This is an optimization exercise on Yosys and OpenROAD, whose aim is small area, a short achievable clock period and few clock cycles, not a production implementation.
Only simulation tests tie the RTL to the original design; equivalence was not proved.
Power figures rest on the tool's default switching activity, not on a simulated workload.

==> flow/design.v <==
`timescale 1ns/1ps
module ALU (
    input  [7:0] A,
    input  [7:0] Bx,
    input  [3:0] instruction,
    input        item,
    output [7:0] F
);
    wire [3:0] op = instruction;
    wire [2:0] k  = Bx[2:0];                    
    wire is_as  = item & ~op[3] & ~op[2] & ~op[1];            
    wire is_shf = item & ~op[3] & ~op[2] & op[1];             
    wire is_rot = item & ~op[3] & op[2] & ~op[1];             
    wire left   = op[0];
    wire is_and = item & ~op[3] & op[2] & op[1] & ~op[0];    
    wire is_or  = item & ~op[3] & op[2] & op[1] & op[0];     
    wire is_not = item & op[3] & ~op[2] & ~op[1] & ~op[0];   
    wire is_xor = item & op[3] & ~op[2] & ~op[1] & op[0];    
    wire [7:0] sum = A + Bx;
    wire [7:0] p   = A ^ Bx;
    wire [7:0] g   = A & Bx;
    wire a0 = k[0];
    wire a1 = k[1] ^ (left & k[0]);
    wire a2 = k[2] ^ (left & (k[1] | k[0]));
    wire [7:0] s1 = a0 ? {A[0],    A[7:1]}  : A;
    wire [7:0] s2 = a1 ? {s1[1:0], s1[7:2]} : s1;
    wire [7:0] s4 = a2 ? {s2[3:0], s2[7:4]} : s2;
    wire shf_ok = is_shf & ~|Bx[7:3];
    wire rot_ok = is_rot & ~|Bx[7:4] & ~(Bx[3] & |k);
    wire [7:0] keep;
    genvar i;
    generate for (i = 0; i < 8; i = i + 1) begin : kp
        assign keep[i] = rot_ok | (shf_ok & (left ? (k <= i) : (k <= 7 - i)));
    end endgenerate
    assign F = ({8{is_as}} & sum) | (keep & s4) |
               ({8{is_xor | is_or}} & p) | ({8{is_and | is_or}} & g) | ({8{is_not}} & ~A);
endmodule
`timescale 1ns/1ps
module top (
    input clk,
    input rst_n,
    input start,
    input valid,
    input [7:0] data_A,
    input [7:0] data_B,
    input [3:0] instruction,
    input [7:0] count,
    output reg [7:0] third_largest,
    output reg finish
);
    reg [7:0] a_q, b_q;
    reg [3:0] op_q;
    reg       item_q;      
    reg [7:0] r;           
    reg [7:0] remaining;   
    reg [7:0] largest, second_largest;
    reg       last1, last2;
    wire [7:0] alu_result;
    ALU alu_inst (
        .A(a_q),
        .Bx(b_q),
        .instruction(op_q),
        .item(item_q),
        .F(alu_result)
    );
    wire [7:0] b_neg = {|data_B[6:0], |data_B[5:0], |data_B[4:0], |data_B[3:0],
                        |data_B[2:0], |data_B[1:0], data_B[0], 1'b0};
    wire [7:0] low_zero = {~|remaining[6:0], ~|remaining[5:0], ~|remaining[4:0],
                           ~|remaining[3:0], ~|remaining[2:0], ~|remaining[1:0],
                           ~remaining[0], 1'b1};
    always @(posedge clk) begin
        a_q     <= data_A;
        b_q     <= data_B ^ ({8{instruction == 4'b0001}} & b_neg);    
        op_q    <= instruction;
        r       <= alu_result;
        if (start)
            remaining <= count;
        else if (valid)
            remaining <= remaining ^ low_zero;
    end
    always @(posedge clk or negedge rst_n) begin
        if (!rst_n)
            item_q <= 1'b0;
        else
            item_q <= valid;
    end
    always @(posedge clk or negedge rst_n) begin
        if (!rst_n) begin
            last1  <= 1'b0;
            last2  <= 1'b0;
            finish <= 1'b0;
        end else begin
            last1  <= (valid && remaining == 8'd1) || (start && count == 8'd0);
            last2  <= last1;
            finish <= last2;
        end
    end
    function [1:0] cmp8;
        input [7:0] a, b;
        reg [7:0] g, l;
        reg [3:0] g1, l1;
        reg [1:0] g2, l2;
        integer i;
        begin
            g = a & ~b;
            l = ~a & b;
            for (i = 0; i < 4; i = i + 1) begin
                g1[i] = g[2*i+1] | (~l[2*i+1] & g[2*i]);
                l1[i] = l[2*i+1] | (~g[2*i+1] & l[2*i]);
            end
            for (i = 0; i < 2; i = i + 1) begin
                g2[i] = g1[2*i+1] | (~l1[2*i+1] & g1[2*i]);
                l2[i] = l1[2*i+1] | (~g1[2*i+1] & l1[2*i]);
            end
            cmp8 = {g2[1] | (~l2[1] & g2[0]), l2[1] | (~g2[1] & l2[0])};
        end
    endfunction
    wire gt1, lt1, gt2, lt2, gt3, lt3;
    assign {gt1, lt1} = cmp8(r, largest);
    assign {gt2, lt2} = cmp8(r, second_largest);
    assign {gt3, lt3} = cmp8(r, third_largest);
    wire eq1 = ~gt1 & ~lt1;
    wire eq2 = ~gt2 & ~lt2;
    wire upd1 = gt1 | start;
    wire upd2 = (gt2 & ~eq1) | start;
    wire upd3 = (gt3 & ~eq2 & ~eq1) | start;
    wire [7:0] new2 = gt1 ? largest : r;
    wire [7:0] new3 = gt2 ? second_largest : r;
    always @(posedge clk) begin
        if (upd1) largest        <= r;
        if (upd2) second_largest <= new2;
        if (upd3) third_largest  <= new3;
    end
endmodule
==> flow/config.mk <==
export PLATFORM = sky130hd
export DESIGN_NAME = top
export DESIGN_NICKNAME = top
export VERILOG_FILES = /design/flow/design.v
export SDC_FILE = /design/flow/constraint.sdc
export NUM_CORES = 4
export LEC_CHECK = 0
export ABC_CLOCK_PERIOD_IN_PS = 2200
export CAP_MARGIN = 20
export CORE_MARGIN = 2
export CORE_UTILIZATION = 40
export SETUP_SLACK_MARGIN = 3.8
export SLEW_MARGIN = 20
==> flow/constraint.sdc <==
create_clock -name core_clock -period 6.0 [get_ports {clk}]
set_input_delay 1.2000 -clock core_clock [delete_from_list [all_inputs] [get_ports {clk}]]
set_output_delay 1.2000 -clock core_clock [all_outputs]
set_load 0.01 [all_outputs]
standard.sh (not shown) runs the stock make flow with config.mk's settings and CLKGATE_MAP_FILE= SYNTH_SCRIPT=/design/flow/synth_recipe.tcl, a recipe that flattens the netlist after the stock synthesis.
==> flow/flow/run.sh <==
#!/bin/bash
# Standard layout, with plain buffers (buf_2) on the ports instead of the
# delay buffers buffer_ports picks by default.
set -o pipefail
export BUFFER_PORTS_ARGS="-buffer_cell sky130_fd_sc_hd__buf_2"
bash standard.sh > standard.log 2>&1
The first run produced a clean layout.
Testbench counts at the start, summed over its fixed seeds: cycles 3,621.
Edit:
--- a/flow/design.v
+++ b/flow/design.v
@@ -51,12 +51,13 @@
     reg [7:0] a_q, b_q;
     reg [3:0] op_q;
     reg       item_q;      
     reg [7:0] r;           
     reg [7:0] remaining;   
     reg [7:0] largest, second_largest;
+    reg       start_q;
     reg       last1, last2;
     wire [7:0] alu_result;
     ALU alu_inst (
         .A(a_q),
         .Bx(b_q),
         .instruction(op_q),
@@ -70,12 +71,13 @@
                            ~remaining[0], 1'b1};
     always @(posedge clk) begin
         a_q     <= data_A;
         b_q     <= data_B ^ ({8{instruction == 4'b0001}} & b_neg);    
         op_q    <= instruction;
         r       <= alu_result;
+        start_q <= start;
         if (start)
             remaining <= count;
         else if (valid)
             remaining <= remaining ^ low_zero;
     end
     always @(posedge clk or negedge rst_n) begin
@@ -118,17 +120,17 @@
     wire gt1, lt1, gt2, lt2, gt3, lt3;
     assign {gt1, lt1} = cmp8(r, largest);
     assign {gt2, lt2} = cmp8(r, second_largest);
     assign {gt3, lt3} = cmp8(r, third_largest);
     wire eq1 = ~gt1 & ~lt1;
     wire eq2 = ~gt2 & ~lt2;
-    wire upd1 = gt1 | start;
-    wire upd2 = (gt2 & ~eq1) | start;
-    wire upd3 = (gt3 & ~eq2 & ~eq1) | start;
+    wire upd1 = gt1;
+    wire upd2 = gt2 & ~eq1;
+    wire upd3 = gt3 & ~eq2 & ~eq1;
     wire [7:0] new2 = gt1 ? largest : r;
     wire [7:0] new3 = gt2 ? second_largest : r;
     always @(posedge clk) begin
-        if (upd1) largest        <= r;
-        if (upd2) second_largest <= new2;
-        if (upd3) third_largest  <= new3;
+        largest        <= ({8{upd1}} & r)    | ({8{~upd1}} & largest        & {8{~start_q}});
+        second_largest <= ({8{upd2}} & new2) | ({8{~upd2}} & second_largest & {8{~start_q}});
+        third_largest  <= ({8{upd3}} & new3) | ({8{~upd3}} & third_largest  & {8{~start_q}});
     end
 endmodule
The new run ran to the end with no violations.
Non-clock buffer count rose by 11.
Worst setup slack is better by 0.048 ns.
Total power rose by about a fifth.
Clock power rose by a quarter to a third.
Die area rose by a few percent.
Routed wire length rose by about a fifth.
Global-route usage rose by 1.3 points.
Combinational power rose by well over a third.
Utilization rose by 0.99 points.
Design area rose by a little under a tenth.
Synthesized cell count rose by about a fifth.
Final cell count rose by about a fifth.
Testbench counts after the change, summed over its fixed seeds: cycles 3,621.

==> port drivers added, routing unchanged <==
The flow's constraints put no driver on any port. The routed layouts listed below were extracted and timed again, unchanged, in two steps. Step 1 sets driving cells, clkbuf_16 on the clock port and buf_2 on the other inputs (assumed; they add their load-dependent delay and slew). Step 2 adds t to the input delays and takes it off the output delays; t is the mean of the earliest and latest rising clock arrival at the registers after step 1. Input paths then give back, and output paths get back, about the clock's delay inside the block. Slacks: ideal ports / drivers / drivers and shift; pairs: ideal ports / drivers.
run | t (ns) | setup WS [ns] | hold WS [ns]
the first run | 0.374 | 3.719 / 3.719 / 3.616 | 0.350 / 0.350 / 0.350
the second run | 0.366 | 3.767 / 3.767 / 3.622 | 0.354 / 0.354 / 0.354
After both steps setup and hold are still met in every run listed. The setup slack of the second run, which loses most, moves by 0.000 ns with the drivers and by -0.145 ns with both steps.
